Context: an optimization exercise on an open-source flow, tuned for small area and a short achievable clock period. The choices shown serve that exercise and are no tape-out recipe.
Where RTL was checked, it was by simulation tests only, not by an equivalence proof against the original.

// CordicVectoring
module CordicVectoring (
  input  wire        in_clk,
  input  wire        in_rst,
  input  wire        in_enable,
  input  wire [15:0] in_x,
  input  wire [15:0] in_y,
  output wire        out_valid,
  output wire [18:0] out_phase,
  output wire [15:0] out_x,
  output wire [15:0] out_y
);
==> module Cordic, before the edit <==
module Cordic (
  input  wire        in_clk,
  input  wire        in_rst,
  input  wire        in_enable,
  input  wire [15:0] in_x,
  input  wire [15:0] in_y,
  output wire        out_valid,
  output wire [18:0] out_phase,
  output wire [15:0] out_x,
  output wire [15:0] out_y
);
  function [18:0] atan;
    input integer i;
    begin
      case (i)
        0: atan = 19'h0c90f;
        1: atan = 19'h076b1;
        2: atan = 19'h03eb6;
        3: atan = 19'h01fd5;
        4: atan = 19'h00ffa;
        5: atan = 19'h007ff;
        6: atan = 19'h003ff;
        default: atan = 19'h001ff;
      endcase
    end
  endfunction
  reg [11:0] vld;
  always @(posedge in_clk or negedge in_rst)
    if (!in_rst) vld <= 12'b0;
    else         vld <= {vld[10:0], in_enable};
  assign out_valid = vld[11];
  reg signed [16:0] xr [0:8];
  reg signed [16:0] yr [0:8];
  reg        [7:0]  dr [1:8];    
  always @(posedge in_clk) begin
    xr[0] <= {in_x[15], in_x};
    yr[0] <= {in_y[15], in_y};
  end
  genvar i;
  generate
    for (i = 0; i < 8; i = i + 1) begin : g_stage
      wire               d  = yr[i][16];
      wire signed [16:0] xs = xr[i] >>> i;
      wire signed [16:0] ys = yr[i] >>> i;
      wire        [16:0] xn, yn;
      padd #(.N(17), .ARCH(0)) u_xadd (.a(xr[i]), .b(ys ^ {17{d}}),  .cin(d),  .s(xn));
      padd #(.N(17), .ARCH(0)) u_yadd (.a(yr[i]), .b(xs ^ {17{~d}}), .cin(~d), .s(yn));
      always @(posedge in_clk) begin
        xr[i+1] <= xn;
        yr[i+1] <= yn;
      end
      if (i == 0) begin : g_d0
        always @(posedge in_clk) dr[1] <= {7'b0, d};
      end else begin : g_dn
        always @(posedge in_clk) dr[i+1] <= (dr[i] & ((8'd1 << i) - 8'd1)) | ({7'b0, d} << i);
      end
    end
  endgenerate
  localparam [27:0] GAINC = 28'h5b70049;
  function [15:0] gain;
    input [16:0] v;
    reg   [16:0] u;
    reg   [27:0] p;
    begin
      u = {~v[16], v[15:0]};
      p = ({11'b0, u} << 11) + ({11'b0, u} << 9) + ({11'b0, ~u} << 6) +
          ({11'b0, ~u} << 3) + {11'b0, ~u} + GAINC;
      gain = p[27:12];
    end
  endfunction
  function [18:0] zsum;
    input [3:0] dirs;
    input integer base;
    integer k;
    begin
      zsum = 19'd0;
      for (k = 0; k < 4; k = k + 1)
        zsum = dirs[k] ? zsum - atan(base + k) : zsum + atan(base + k);
    end
  endfunction
  wire [18:0] zlo [0:15];
  wire [18:0] zhi [0:15];
  genvar j;
  generate
    for (j = 0; j < 16; j = j + 1) begin : g_ztab
      assign zlo[j] = zsum(j, 0);
      assign zhi[j] = zsum(j, 4);
    end
  endgenerate
  reg [15:0] ox, oy;
  reg [18:0] oz;
  always @(posedge in_clk) begin
    ox <= gain(xr[8]);
    oy <= gain(yr[8]);
    oz <= zlo[dr[8][3:0]] + zhi[dr[8][7:4]];
  end
  assign out_x = ox;
  assign out_y = oy;
  assign out_phase = oz;
endmodule
clock: 9.0 ns
lec_check: 0
cap_margin: 20
core_margin: 2
core_utilization: 40
slew_margin: 20
standard.sh (not shown) runs the stock make flow with config.mk's settings and CLKGATE_MAP_FILE= SYNTH_SCRIPT=/design/flow/synth_recipe.tcl, a recipe that flattens the netlist after the stock synthesis.
==> flow/flow/run.sh <==
#!/bin/bash
set -euo pipefail
bash standard.sh \
  SETUP_SLACK_MARGIN=${MARGIN:-6.0} \
  "BUFFER_PORTS_ARGS=-buffer_cell sky130_fd_sc_hd__buf_2" \
  finish > standard.log 2>&1
Change:
--- a/flow/design.v
+++ b/flow/design.v
@@ -22,18 +22,18 @@
         6: atan = 19'h003ff;
         default: atan = 19'h001ff;
       endcase
     end
   endfunction
-  reg [11:0] vld;
+  reg [12:0] vld;
   always @(posedge in_clk or negedge in_rst)
-    if (!in_rst) vld <= 12'b0;
-    else         vld <= {vld[10:0], in_enable};
-  assign out_valid = vld[11];
+    if (!in_rst) vld <= 13'b0;
+    else         vld <= {vld[11:0], in_enable};
+  assign out_valid = vld[12];
   reg signed [16:0] xr [0:8];
   reg signed [16:0] yr [0:8];
-  reg        [7:0]  dr [1:8];    
+  reg        [7:0]  dr [1:9];    
   always @(posedge in_clk) begin
     xr[0] <= {in_x[15], in_x};
     yr[0] <= {in_y[15], in_y};
   end
   genvar i;
@@ -54,22 +54,32 @@
       end else begin : g_dn
         always @(posedge in_clk) dr[i+1] <= (dr[i] & ((8'd1 << i) - 8'd1)) | ({7'b0, d} << i);
       end
     end
   endgenerate
-  localparam [27:0] GAINC = 28'h5b70049;
-  function [15:0] gain;
-    input [16:0] v;
-    reg   [16:0] u;
-    reg   [27:0] p;
+  reg [15:0] xa, ya;      
+  reg [11:0] xb, yb;      
+  reg        xc, yc;      
+  function [28:0] gain1;   
+    input signed [16:0] v;
+    reg signed [18:0] a;
+    reg signed [23:0] b;
+    reg        [3:0]  lo;
     begin
-      u = {~v[16], v[15:0]};
-      p = ({11'b0, u} << 11) + ({11'b0, u} << 9) + ({11'b0, ~u} << 6) +
-          ({11'b0, ~u} << 3) + {11'b0, ~u} + GAINC;
-      gain = p[27:12];
+      a  = (v <<< 2) + v;
+      b  = (v <<< 6) + (v <<< 3) + v;
+      lo = {1'b0, a[2:0]} - {1'b0, b[11:9]} - {3'b0, |v[8:0]};
+      gain1 = {lo[3], a[18:3], b[23:12]};
     end
   endfunction
+  wire [28:0] gx = gain1(xr[8]);
+  wire [28:0] gy = gain1(yr[8]);
+  always @(posedge in_clk) begin
+    {xc, xa, xb} <= gx;
+    {yc, ya, yb} <= gy;
+    dr[9]        <= dr[8];
+  end
   function [18:0] zsum;
     input [3:0] dirs;
     input integer base;
     integer k;
     begin
@@ -88,13 +98,13 @@
     end
   endgenerate
   reg [15:0] ox, oy;
   reg [18:0] oz;
   always @(posedge in_clk) begin
-    ox <= gain(xr[8]);
-    oy <= gain(yr[8]);
-    oz <= zlo[dr[8][3:0]] + zhi[dr[8][7:4]];
+    ox <= xa - {{4{xb[11]}}, xb} - xc;
+    oy <= ya - {{4{yb[11]}}, yb} - yc;
+    oz <= zlo[dr[9][3:0]] + zhi[dr[9][7:4]];
   end
   assign out_x = ox;
   assign out_y = oy;
   assign out_phase = oz;
 endmodule
Result:
- The new run finished with timing, DRC and antenna clean
- cell count went up by roughly a tenth
- cell area grows by a few percent
- first-iteration DRC count grows by well over a third
- core utilization went down by 4.1 points
No run of this note included a check of the RTL's function; only the layout flow was run.

---

## the baseline
Another version of the RTL of CordicVectoring (not shown whole).
For scale: roughly 470 flip-flops, about 87 I/O pins, about 27000 um2 of cells after synthesis.
==> module Cordic, before the edit <==
module Cordic (
  input  wire        in_clk,
  input  wire        in_rst,
  input  wire        in_enable,
  input  wire [15:0] in_x,
  input  wire [15:0] in_y,
  output wire        out_valid,
  output wire [18:0] out_phase,
  output wire [15:0] out_x,
  output wire [15:0] out_y
);
  function [18:0] atan;
    input integer i;
    begin
      case (i)
        0: atan = 19'h0c90f;
        1: atan = 19'h076b1;
        2: atan = 19'h03eb6;
        3: atan = 19'h01fd5;
        4: atan = 19'h00ffa;
        5: atan = 19'h007ff;
        6: atan = 19'h003ff;
        default: atan = 19'h001ff;
      endcase
    end
  endfunction
  reg [12:0] vld;
  always @(posedge in_clk or negedge in_rst)
    if (!in_rst) vld <= 13'b0;
    else         vld <= {vld[11:0], in_enable};
  assign out_valid = vld[12];
  reg signed [16:0] xr [0:8];
  reg signed [16:0] yr [0:8];
  reg        [7:0]  dr [1:9];    
  always @(posedge in_clk) begin
    xr[0] <= {in_x[15], in_x};
    yr[0] <= {in_y[15], in_y};
  end
  genvar i;
  generate
    for (i = 0; i < 8; i = i + 1) begin : g_stage
      wire               d  = yr[i][16];
      wire signed [16:0] xs = xr[i] >>> i;
      wire signed [16:0] ys = yr[i] >>> i;
      wire        [16:0] xn, yn;
      sk17 u_xadd (.a(xr[i]), .b(ys ^ {17{d}}),  .cin(d),  .s(xn));
      sk17 u_yadd (.a(yr[i]), .b(xs ^ {17{~d}}), .cin(~d), .s(yn));
      always @(posedge in_clk) begin
        xr[i+1] <= xn;
        yr[i+1] <= yn;
      end
      if (i == 0) begin : g_d0
        always @(posedge in_clk) dr[1] <= {7'b0, d};
      end else begin : g_dn
        always @(posedge in_clk) dr[i+1] <= (dr[i] & ((8'd1 << i) - 8'd1)) | ({7'b0, d} << i);
      end
    end
  endgenerate
  reg [15:0] xa, ya;      
  reg [11:0] xb, yb;      
  reg        xc, yc;      
  function [28:0] gain1;   
    input signed [16:0] v;
    reg signed [18:0] a;
    reg signed [23:0] b;
    reg        [3:0]  lo;
    begin
      a  = (v <<< 2) + v;
      b  = (v <<< 6) + (v <<< 3) + v;
      lo = {1'b0, a[2:0]} - {1'b0, b[11:9]} - {3'b0, |v[8:0]};
      gain1 = {lo[3], a[18:3], b[23:12]};
    end
  endfunction
  wire [28:0] gx = gain1(xr[8]);
  wire [28:0] gy = gain1(yr[8]);
  always @(posedge in_clk) begin
    {xc, xa, xb} <= gx;
    {yc, ya, yb} <= gy;
    dr[9]        <= dr[8];
  end
  function [18:0] zsum;
    input [3:0] dirs;
    input integer base;
    integer k;
    begin
      zsum = 19'd0;
      for (k = 0; k < 4; k = k + 1)
        zsum = dirs[k] ? zsum - atan(base + k) : zsum + atan(base + k);
    end
  endfunction
  wire [18:0] zlo [0:15];
  wire [18:0] zhi [0:15];
  genvar j;
  generate
    for (j = 0; j < 16; j = j + 1) begin : g_ztab
      assign zlo[j] = zsum(j, 0);
      assign zhi[j] = zsum(j, 4);
    end
  endgenerate
  reg [15:0] ox, oy;
  reg [18:0] oz;
  always @(posedge in_clk) begin
    ox <= xa - {{4{xb[11]}}, xb} - xc;
    oy <= ya - {{4{yb[11]}}, yb} - yc;
    oz <= zlo[dr[9][3:0]] + zhi[dr[9][7:4]];
  end
  assign out_x = ox;
  assign out_y = oy;
  assign out_phase = oz;
endmodule
Settings: LEC_CHECK=0, CAP_MARGIN=20, CORE_MARGIN=2, CORE_UTILIZATION=40, SLEW_MARGIN=20; clock period 9.0 ns.
Scripts as last shown in full above: flow/flow/run.sh
The baseline went all the way through synthesis, placement and routing and the layout is clean on timing, DRC and antenna.
The inputs of the candidate differ from those of the baseline as listed below.
--- a/flow/design.v
+++ b/flow/design.v
@@ -54,31 +54,49 @@
       end else begin : g_dn
         always @(posedge in_clk) dr[i+1] <= (dr[i] & ((8'd1 << i) - 8'd1)) | ({7'b0, d} << i);
       end
     end
   endgenerate
-  reg [15:0] xa, ya;      
-  reg [11:0] xb, yb;      
-  reg        xc, yc;      
-  function [28:0] gain1;   
-    input signed [16:0] v;
-    reg signed [18:0] a;
-    reg signed [23:0] b;
-    reg        [3:0]  lo;
+  localparam [27:0] GAINC = 28'h5b70049;
+  function [27:0] csa_s;
+    input [27:0] a, b, c;
+    csa_s = a ^ b ^ c;
+  endfunction
+  function [27:0] csa_c;
+    input [27:0] a, b, c;
+    csa_c = {(a[26:0] & b[26:0]) | (a[26:0] & c[26:0]) | (b[26:0] & c[26:0]), 1'b0};
+  endfunction
+  function [32:0] gain1;   
+    input [16:0] v;
+    reg   [16:0] u;
+    reg   [27:0] r1, r2, r3, r4, r5, s1, c1, t1, e1, s2, c2, s3, c3;
+    reg   [12:0] lo;
     begin
-      a  = (v <<< 2) + v;
-      b  = (v <<< 6) + (v <<< 3) + v;
-      lo = {1'b0, a[2:0]} - {1'b0, b[11:9]} - {3'b0, |v[8:0]};
-      gain1 = {lo[3], a[18:3], b[23:12]};
-    end
-  endfunction
-  wire [28:0] gx = gain1(xr[8]);
-  wire [28:0] gy = gain1(yr[8]);
+      u  = {~v[16], v[15:0]};
+      r1 = {u, 11'b0};
+      r2 = {2'b0, u, 9'b0};
+      r3 = {5'b0, ~u, 6'b0};
+      r4 = {8'b0, ~u, 3'b0};
+      r5 = {11'b0, ~u};
+      s1 = csa_s(r1, r2, r3);
+      c1 = csa_c(r1, r2, r3);
+      t1 = csa_s(r4, r5, GAINC);
+      e1 = csa_c(r4, r5, GAINC);
+      s2 = csa_s(s1, c1, t1);
+      c2 = csa_c(s1, c1, t1);
+      s3 = csa_s(s2, c2, e1);
+      c3 = csa_c(s2, c2, e1);
+      lo = {1'b0, s3[11:0]} + {1'b0, c3[11:0]};
+      gain1 = {lo[12], s3[27:12], c3[27:12]};
+    end
+  endfunction
+  reg [15:0] xs_, ys_, xc_, yc_;   
+  reg        xl_, yl_;              
   always @(posedge in_clk) begin
-    {xc, xa, xb} <= gx;
-    {yc, ya, yb} <= gy;
-    dr[9]        <= dr[8];
+    {xl_, xs_, xc_} <= gain1(xr[8]);
+    {yl_, ys_, yc_} <= gain1(yr[8]);
+    dr[9]           <= dr[8];
   end
   function [18:0] zsum;
     input [3:0] dirs;
     input integer base;
     integer k;
@@ -98,12 +116,12 @@
     end
   endgenerate
   reg [15:0] ox, oy;
   reg [18:0] oz;
   always @(posedge in_clk) begin
-    ox <= xa - {{4{xb[11]}}, xb} - xc;
-    oy <= ya - {{4{yb[11]}}, yb} - yc;
+    ox <= xs_ + xc_ + xl_;
+    oy <= ys_ + yc_ + yl_;
     oz <= zlo[dr[9][3:0]] + zhi[dr[9][7:4]];
   end
   assign out_x = ox;
   assign out_y = oy;
   assign out_phase = oz;
Results
Between the candidate and the baseline, final cell count is lower for the candidate, the baseline comes in above that. Summary — summed area of non-filler cells in the final layout, the candidate relative to the baseline: lower, by 1800 um2.

==> afterwards: timing with drivers on the ports <==
In the flow no input, the clock included, has a driving cell. The finished layouts below were timed again as built, in two steps. Step 1 sets driving cells, clkbuf_16 on the clock port and buf_2 on the other inputs (assumed; they add their load-dependent delay and slew). Step 2, shift: input delay + t, output delay - t, t = (earliest + latest rising clock arrival at the registers) / 2. This alone moves slack from input paths to output paths. Three values: ideal ports, drivers, drivers and shift; two values: the first two.
| run | t, ns | slack for setup (ns) | worst setup path at the end | worst slew at a driven data input, ns | cell pins on the clock port's net |
|---|---|---|---|---|---|
| the first run of note 1 | 0.647 | 5.131 / 5.131 / 5.131 | register to register | 0.03 | 1 |
| the second run of note 1 | 0.652 | 6.043 / 6.043 / 6.043 | register to register | 0.04 | 1 |
| the baseline | 0.671 | 6.012 / 6.012 / 6.012 | register to register | 0.04 | 1 |
| the candidate | 0.637 | 6.066 / 6.066 / 6.066 | register to register | 0.04 | 1 |
After both steps every run listed still meets setup and hold.
